Context: an optimization exercise on an open-source flow, tuned for small area, a short achievable clock period and few clock cycles per item. The choices shown serve that exercise and are no tape-out recipe.
Function was checked by simulation only, so behaviour that the tests miss may differ from the original.

`config.mk`:
```
export PLATFORM = sky130hd
export DESIGN_NAME = dsha_miner
export DESIGN_NICKNAME = dsha_miner
export VERILOG_FILES = /design/flow/design.v
export SDC_FILE = /design/flow/constraint.sdc
export NUM_CORES = 8
export LEC_CHECK = 0
export CAP_MARGIN = 30
export CORE_MARGIN = 2
export CORE_UTILIZATION = 40
export SLEW_MARGIN = 30
```
`constraint.sdc`:
```
create_clock -name core_clock -period 12.0 [get_ports {clk}]
set_input_delay 2.4000 -clock core_clock [delete_from_list [all_inputs] [get_ports {clk}]]
set_output_delay 2.4000 -clock core_clock [all_outputs]
set_load 0.01 [all_outputs]
```
`design.v`:
```
`timescale 1ns / 1ps
module karray(
		input wire [5:0] idx, output reg [31:0] k
	);
	always @(*) begin
		case (idx)
			6'b000000: k = 32'h428a2f98;
			6'b000001: k = 32'h71374491;
			6'b000010: k = 32'hb5c0fbcf;
			6'b000011: k = 32'he9b5dba5;
			6'b000100: k = 32'h3956c25b;
			6'b000101: k = 32'h59f111f1;
			6'b000110: k = 32'h923f82a4;
			6'b000111: k = 32'hab1c5ed5;
			6'b001000: k = 32'hd807aa98;
			6'b001001: k = 32'h12835b01;
			6'b001010: k = 32'h243185be;
			6'b001011: k = 32'h550c7dc3;
			6'b001100: k = 32'h72be5d74;
			6'b001101: k = 32'h80deb1fe;
			6'b001110: k = 32'h9bdc06a7;
			6'b001111: k = 32'hc19bf174;
			6'b010000: k = 32'he49b69c1;
			6'b010001: k = 32'hefbe4786;
			6'b010010: k = 32'h0fc19dc6;
			6'b010011: k = 32'h240ca1cc;
			6'b010100: k = 32'h2de92c6f;
			6'b010101: k = 32'h4a7484aa;
			6'b010110: k = 32'h5cb0a9dc;
			6'b010111: k = 32'h76f988da;
			6'b011000: k = 32'h983e5152;
			6'b011001: k = 32'ha831c66d;
			6'b011010: k = 32'hb00327c8;
			6'b011011: k = 32'hbf597fc7;
			6'b011100: k = 32'hc6e00bf3;
			6'b011101: k = 32'hd5a79147;
			6'b011110: k = 32'h06ca6351;
			6'b011111: k = 32'h14292967;
			6'b100000: k = 32'h27b70a85;
			6'b100001: k = 32'h2e1b2138;
			6'b100010: k = 32'h4d2c6dfc;
			6'b100011: k = 32'h53380d13;
			6'b100100: k = 32'h650a7354;
			6'b100101: k = 32'h766a0abb;
			6'b100110: k = 32'h81c2c92e;
			6'b100111: k = 32'h92722c85;
			6'b101000: k = 32'ha2bfe8a1;
			6'b101001: k = 32'ha81a664b;
			6'b101010: k = 32'hc24b8b70;
			6'b101011: k = 32'hc76c51a3;
			6'b101100: k = 32'hd192e819;
			6'b101101: k = 32'hd6990624;
			6'b101110: k = 32'hf40e3585;
			6'b101111: k = 32'h106aa070;
			6'b110000: k = 32'h19a4c116;
			6'b110001: k = 32'h1e376c08;
			6'b110010: k = 32'h2748774c;
			6'b110011: k = 32'h34b0bcb5;
			6'b110100: k = 32'h391c0cb3;
			6'b110101: k = 32'h4ed8aa4a;
			6'b110110: k = 32'h5b9cca4f;
			6'b110111: k = 32'h682e6ff3;
			6'b111000: k = 32'h748f82ee;
			6'b111001: k = 32'h78a5636f;
			6'b111010: k = 32'h84c87814;
			6'b111011: k = 32'h8cc70208;
			6'b111100: k = 32'h90befffa;
			6'b111101: k = 32'ha4506ceb;
			6'b111110: k = 32'hbef9a3f7;
			6'b111111: k = 32'hc67178f2;
		endcase
	end
endmodule
module dsha_finisher #(parameter START_ROUND=0) (input wire clk, input wire rst, input wire [255:0] X, input wire [95:0] Y, input wire [31:0] in_nonce, output reg [255:0] hash, output reg [31:0] out_nonce, output wire accepted);
	wire [511:0] data1;
	assign data1[95:0] = Y;
	assign data1[127:96] = in_nonce;
	assign data1[135:128] = 8'h80;
	assign data1[495:136] = 0;
	assign data1[511:496] = 16'h8002;
	sha256_chunk #(.START_ROUND(START_ROUND)) chunk1(.clk(clk), .rst(rst), .data(data1), .V_in(X), .hash(hash1), .valid(valid1));
	wire valid1;
	wire [255:0] hash1;
	wire [511:0] data2;
	assign data2[255:0] = hash1;
	assign data2[263:256] = 8'h80;
	assign data2[495:264] = 0;
	assign data2[511:496] = 16'h0001;
	sha256_chunk #(.START_ROUND(START_ROUND)) chunk2(.clk(clk), .rst(rst), .data(data2), .V_in(256'h5be0cd191f83d9ab9b05688c510e527fa54ff53a3c6ef372bb67ae856a09e667), .hash(hash2), .valid(valid2));
	wire [255:0] hash2;
	wire valid2;
	assign accepted = valid2;
	reg [31:0] nonce1, nonce2;
	always @(posedge clk) begin
		if (valid2) begin
			hash <= hash2;
			nonce1 <= in_nonce;
			nonce2 <= nonce1;
			out_nonce <= nonce2;
		end
	end
endmodule
module sha256_chunk #(parameter START_ROUND=0) (
		input wire clk, input wire rst, input wire [511:0] data, input wire [255:0] V_in, output wire [255:0] hash, output wire accepted, output wire valid
	);
	function [31:0] rotate (input [31:0] data, input [4:0] shift);
		reg [63:0] tmp;
		begin
		  tmp = {data, data} >> shift;
		  rotate = tmp[31:0];
		end
	endfunction
	function [31:0] flipbytes (input [31:0] data);
		flipbytes = {data[7:0], data[15:8], data[23:16], data[31:24]};
	endfunction
	reg [5:0] roundnum;
	reg [255:0] V;
	reg [31:0] R[7:0];  
	reg [31:0] w[15:0];
	reg [31:0] nw, nR[7:0], s0, s1, S1, ch, temp1, S0, maj, temp2;
	wire [31:0] k;
	karray karray(.idx(roundnum), .k(k));
	assign hash[31:0] = flipbytes(V[31:0] + nR[0]);
	assign hash[63:32] = flipbytes(V[63:32] + nR[1]);
	assign hash[95:64] = flipbytes(V[95:64] + nR[2]);
	assign hash[127:96] = flipbytes(V[127:96] + nR[3]);
	assign hash[159:128] = flipbytes(V[159:128] + nR[4]);
	assign hash[191:160] = flipbytes(V[191:160] + nR[5]);
	assign hash[223:192] = flipbytes(V[223:192] + nR[6]);
	assign hash[255:224] = flipbytes(V[255:224] + nR[7]);
	assign accepted = (roundnum == 6'b111111);
	assign valid = (roundnum == 6'b111111);
	always @(*) begin
		s0 = rotate(w[1], 7) ^ rotate(w[1], 18) ^ (w[1] >> 3);
		s1 = rotate(w[14], 17) ^ rotate(w[14], 19) ^ (w[14] >> 10);
		nw = w[0] + s0 + w[9] + s1;
		S1 = rotate(R[4], 6) ^ rotate(R[4], 11) ^ rotate(R[4], 25);
		ch = (R[4] & R[5]) ^ ((~R[4]) & R[6]);
		temp1 = R[7] + S1 + ch + k + w[0];
		S0 = rotate(R[0], 2) ^ rotate(R[0], 13) ^ rotate(R[0], 22);
		maj = (R[0] & R[1]) ^ (R[0] & R[2]) ^ (R[1] & R[2]);
		temp2 = S0 + maj;
		nR[7] = R[6];
		nR[6] = R[5];
		nR[5] = R[4];
		nR[4] = R[3] + temp1;
		nR[3] = R[2];
		nR[2] = R[1];
		nR[1] = R[0];
		nR[0] = temp1 + temp2;
	end
	always @(posedge clk) begin
		if (roundnum == 6'b111111) begin
			V <= V_in;
			R[0] <= V_in[31:0];
			R[1] <= V_in[63:32];
			R[2] <= V_in[95:64];
			R[3] <= V_in[127:96];
			R[4] <= V_in[159:128];
			R[5] <= V_in[191:160];
			R[6] <= V_in[223:192];
			R[7] <= V_in[255:224];
			w[0] <= flipbytes(data[31:0]);
			w[1] <= flipbytes(data[63:32]);
			w[2] <= flipbytes(data[95:64]);
			w[3] <= flipbytes(data[127:96]);
			w[4] <= flipbytes(data[159:128]);
			w[5] <= flipbytes(data[191:160]);
			w[6] <= flipbytes(data[223:192]);
			w[7] <= flipbytes(data[255:224]);
			w[8] <= flipbytes(data[287:256]);
			w[9] <= flipbytes(data[319:288]);
			w[10] <= flipbytes(data[351:320]);
			w[11] <= flipbytes(data[383:352]);
			w[12] <= flipbytes(data[415:384]);
			w[13] <= flipbytes(data[447:416]);
			w[14] <= flipbytes(data[479:448]);
			w[15] <= flipbytes(data[511:480]);
		end else begin
			R[0] <= nR[0];
			R[1] <= nR[1];
			R[2] <= nR[2];
			R[3] <= nR[3];
			R[4] <= nR[4];
			R[5] <= nR[5];
			R[6] <= nR[6];
			R[7] <= nR[7];
			w[0] <= w[1];
			w[1] <= w[2];
			w[2] <= w[3];
			w[3] <= w[4];
			w[4] <= w[5];
			w[5] <= w[6];
			w[6] <= w[7];
			w[7] <= w[8];
			w[8] <= w[9];
			w[9] <= w[10];
			w[10] <= w[11];
			w[11] <= w[12];
			w[12] <= w[13];
			w[13] <= w[14];
			w[14] <= w[15];
			w[15] <= nw;
		end
		if (rst)
			roundnum <= START_ROUND;
		else
			roundnum <= roundnum + 1'b1;
	end
endmodule
`timescale 1ns / 1ps
`default_nettype none
module dsha_miner(
		input wire clk,
		input wire rst,
		input wire [255:0] midstate,
		input wire [95:0] tail,
		input wire [31:0] start_nonce,
		output reg out_valid,
		output reg [31:0] out_nonce,
		output reg [255:0] out_hash
	);
	localparam NUM_COPIES = 4;
	reg [31:0] in_nonce;
	wire accepted;
	wire [255:0] _out_hash[NUM_COPIES-1:0];
	wire [31:0] _out_nonce[NUM_COPIES-1:0];
	wire [NUM_COPIES-1:0] _dsha_accepted;
	genvar idx;
	generate
		for (idx = 0; idx < NUM_COPIES; idx = idx + 1) begin: block_dsha
			dsha_finisher #(.START_ROUND(idx)) dsha(.clk(clk), .rst(rst), .X(midstate), .Y(tail), .in_nonce(in_nonce), .hash(_out_hash[idx]), .out_nonce(_out_nonce[idx]), .accepted(_dsha_accepted[idx]));
		end
	endgenerate
	assign accepted = (_dsha_accepted != 0);
	reg [3:0] warm;
	reg [NUM_COPIES-1:0] sel;
	always @(posedge clk) begin
		if (rst) begin
			in_nonce <= start_nonce;
			warm <= 4'd0;
			out_valid <= 1'b0;
			sel <= 0;
		end else begin
			if (accepted) in_nonce <= in_nonce + 1;
			if (accepted && warm != 4'd8) warm <= warm + 1'b1;
			out_valid <= accepted && (warm == 4'd8);
			sel <= _dsha_accepted;
		end
	end
	integer i;
	always @(*) begin
		out_nonce = _out_nonce[0];
		out_hash = _out_hash[0];
		for (i = 1; i < NUM_COPIES; i = i + 1) begin
			if (sel[i]) begin
				out_nonce = _out_nonce[i];
				out_hash = _out_hash[i];
			end
		end
	end
endmodule
```
`run.sh`:
```
#!/bin/bash
# synth_recipe.tcl (not shown) runs the flow's synth.tcl, then flattens the netlist and writes it again
# the make line also repeats each setting of config.mk as NAME=value (left out here)
make -C /OpenROAD-flow-scripts/flow DESIGN_CONFIG=/design/flow/config.mk WORK_HOME=/design/flow/orfs CLKGATE_MAP_FILE= SYNTH_SCRIPT=/design/flow/synth_recipe.tcl finish
```
==> results.txt <==
[kinds of logic after synthesis]
kind of cell	Yosys count	share of synthesized area [%]
flip-flops	8920	44.5
XOR/XNOR	4628	8.91
multiplexers	652	1.52
adder cells (fa/ha/maj)	3767	12.8
AND/OR/NAND/NOR	16000	16.3
buffers and inverters	4203	3.46
AO/OA/AOI/OAI	9063	12.5
[flip-flops by register name, summed over array words and instances (netlist names), 3 cells and up]
register and flops:
block_dsha.dsha.chunk1.V 1024, block_dsha.dsha.chunk2.k 128, block_dsha.dsha.chunk2.R 1024, block_dsha.dsha.hash 1024, block_dsha.dsha.chunk1.k 128, block_dsha.dsha.nonce2 128
block_dsha.dsha.chunk2.w 2048, block_dsha.dsha.chunk1.R 1024, sel 3, in_nonce 32, block_dsha.dsha.chunk1.w 2048, block_dsha.dsha.chunk1.roundnum 24
block_dsha.dsha.out_nonce 128, warm 4, block_dsha.dsha.nonce1 128, block_dsha.dsha.chunk2.roundnum 24
[through the flow]
stage / std cells / worst slack, ns / utilization [%]
finish: 64300 / 1.49 / 45.6
global route: 63900 / 0.812 / 45.5
CTS: 63600 / 1.65 / 45.4
detailed placement: 61700 / 1.62 / 42.3
global placement: 61700 / 1.19 / 42.3
floorplan: 47200 / 0.105 / -
[worst max-delay path, delay by kind of cell (launching register included)]
kind / cells / cell delay, ns
buffers and inverters: 6 / 0.62
xor gates and xnor gates: 6 / 1.21
muxes: 1 / 0.29
adders and majority gates: 7 / 3.04
DFF: 1 / 0.56
AOI/OAI and AO/OA: 20 / 4.38
and+or+nand+nor: 2 / 0.27
[per-layer routing]
| metal | up-vias | part of all wire, % | wire length, um | track usage [%] |
|---|---|---|---|---|
| met5 | - | 0.028 | 665 | 0 |
| met4 | 100 | 11 | 255000 | 36.3 |
| met3 | 5289 | 6.6 | 156000 | 6.95 |
| met2 | 18000 | 46 | 1080000 | 63.3 |
| met1 | 182000 | 37 | 873000 | 45.9 |
| li1 | 161000 | - | - | - |
[how the worst max path moves through the flow]
stage,to,slack (ns),cells past startpoint
after CTS,block_dsha[0].dsha.chunk2.w[0][31],1.65,40
final,block_dsha[3].dsha.chunk2.w[0][31],1.49,42
after global placement,block_dsha[0].dsha.chunk2.w[0][31],1.19,40
after global routing,block_dsha[3].dsha.hash[7],0.81,36
after detailed placement,block_dsha[0].dsha.chunk2.w[0][31],1.62,40
after floorplan,block_dsha[1].dsha.hash[0],0.10,6
[placed cells by master (no fill, tap or decap), types with 276 or more instances in the layout]
cell type and instances:
xor2_1 1416, nor2_1 2319, diode_2 660, nand3_1 645
nand2_1 7517, buf_4 918, mux2i_1 372, mux2_2 276
clkdlybuf4s50_1 442, dfxtp_1 6445, ha_1 2178, a31oi_1 301
fa_1 1528, a21o_1 963, clkbuf_16 1144, a211oi_1 322
o21ai_0 2661, a21oi_1 2253, nand2b_1 774, inv_1 1883
o21a_1 341, edfxtp_1 2464, and2_1 2823, nor3_1 589
xnor2_1 3104
[area by class of cell]
| class | instances | share of cell area, % |
|---|---|---|
| clock inverter | 386 | 0.758 |
| multi-input combinational | 34100 | 46.0 |
| inverter | 1912 | 1.39 |
| clock buffer | 1526 | 6.08 |
| antenna | 660 | 0.318 |
| tap | 15200 | 3.66 |
| sequential | 8920 | 39.1 |
| timing repair buffer | 1644 | 2.61 |
==> flow_summary.ini <==
[run_status]
status = timing/DRC/antenna clean

[global_route]
grt-ovfl-total = 0
track_usage_pct = 39.8
grt_pass1_wl_um = 3120000
antenna_found_initial = 353
grt_max_degree = 240
grt_pass1_vias = 350000

[sta]
tns_ns = 0
fin_crit_ns = 10.51
setup_viol = 0
slew_headroom_pct = 16.7
post-route-period-util_pct = 87.6
grt_setup_unrepaired = no
tightestPinTransition_ns = 1.24
slew_viol_final = 0
hold_viol = 0
clock_skew_ns = 0.104
holdWs_ns = 0.367
fmax_mhz = 95.1

[setup_path]
cp_slowest_cell = o31ai_1
slowest_delay_ns = 0.66
cp-startpoint = block_dsha[3].dsha.chunk1.R[4][27]
rr_worst_depth = 42
critPathLaunchType = flop
path_class = reg2reg
cp_max_fo = 6
reg2reg_to = block_dsha[3].dsha.chunk2.w[0][31]
cp.arrival_ns = 11.65
r2r-start = block_dsha[3].dsha.chunk1.R[4][27]
r2r_setup_slack_ns = 1.49
cp.required_ns = 13.13
crit_path_frequent_cell = a21oi_1
end_kind = flop

[cts]
ctsResizeCount = 0
htree_levels = 7
cts_setup_buffers = 0
postCtsHoldBufs = 0
clock_latency_ns = 1.32
cts_tree = done
cts-buffers-inserted = 1107
clk_pin_slew_ns = 0.06
root_buffer = clkbuf_16
cts_buffer_depth = 6
numClockSinks = 8920

[floorplan]
num_io_pins = 675
rows = 392
core_um2 = 1140000
initial_core_util_pct = 40.1
die_area_um2 = 1150000
die_y_um = 1070
die_w_um = 1070

[drt]
vias = 366000
avgRoutedWirePerCell_um = 36.7
ant_nets = 0
drtIter0Drc = 40500
drt_wl_total_um = 2360000
vias_per_cell = 5.70
drc = 0
drtPass1Iterations = 7

[finish]
drive_above_1_share_pct = 7.54
multi_input_area_um2 = 239000
nFillCells = 108000
final_area_um2 = 519000
num-nets-final = 51800
regArea_um2 = 203000
area_growth_pct = 13.8

[hold_path]
whs_path_depth = 1
hp-start = block_dsha[1].dsha.chunk1.w[15][8]
hp-class = reg2reg
min_delay_worst_endpoint = block_dsha[1].dsha.chunk1.w[14][8]

[synthesis]
syn_avg_cell_area_um2 = 9.67
yosysMostFrequentCell = nand2_1
netlist_top_cells_count = 7525 x nand2_1, 6456 x dfxtp_1, 3168 x xnor2_1, 2823 x and2_1, 2770 x o21ai_0
ys.warnings.count = 22
ys_ff_latch = 8920
synth_top_area_share_pct = 28.3
synth_fp_nets = 51300
netlist_instances = 47200
syn_area_um2 = 456000
synth_top_flop_cell = dfxtp_1
ys_async_sr_fraction_pct = 0
synth_edf_count = 2464
synth_top_area_cell = dfxtp_1
ys_types = 127
synth_area_leaders = dfxtp_1 28%, edfxtp_1 16%, fa_1 6.7%
ys_seq_area_share_pct = 44.5

[placed_design]
routabilityCongestion = 1.10
port_buffers = 674
dp_hpwl_um = 1890000
place_area_um2 = 482000

[flow_run]
maxCapViolCount = 0
Testbench counts, summed over its fixed seeds: cycles 133,136, items 8,192.

## static timing again, ports no longer ideal
Ports are ideal in the flow. The routed layout listed here was re-timed in OpenROAD. Step 1 sets driving cells, clkbuf_16 on the clock port and buf_2 on the other inputs (assumed; they add their load-dependent delay and slew). Step 2 adds t to the input delays and takes it off the output delays; t is the mean of the earliest and latest rising clock arrival at the registers after step 1. Input paths then give back, and output paths get back, about the clock's delay inside the block. Three values: ideal ports, drivers, drivers and shift; two values: the first two.
t, ns: 1.446
setup WS [ns]: 1.486 / 1.486 / 1.486
hold slack, ns: 0.367 / 0.367 / 0.367
clock arrival spread, ns: 0.112 / 0.111
worst data-port slew with drivers (ns): 0.52
After both steps setup and hold are still met in this run. For this run, drivers alone change the setup slack by 0.000 ns; drivers and shift together by 0.000 ns.
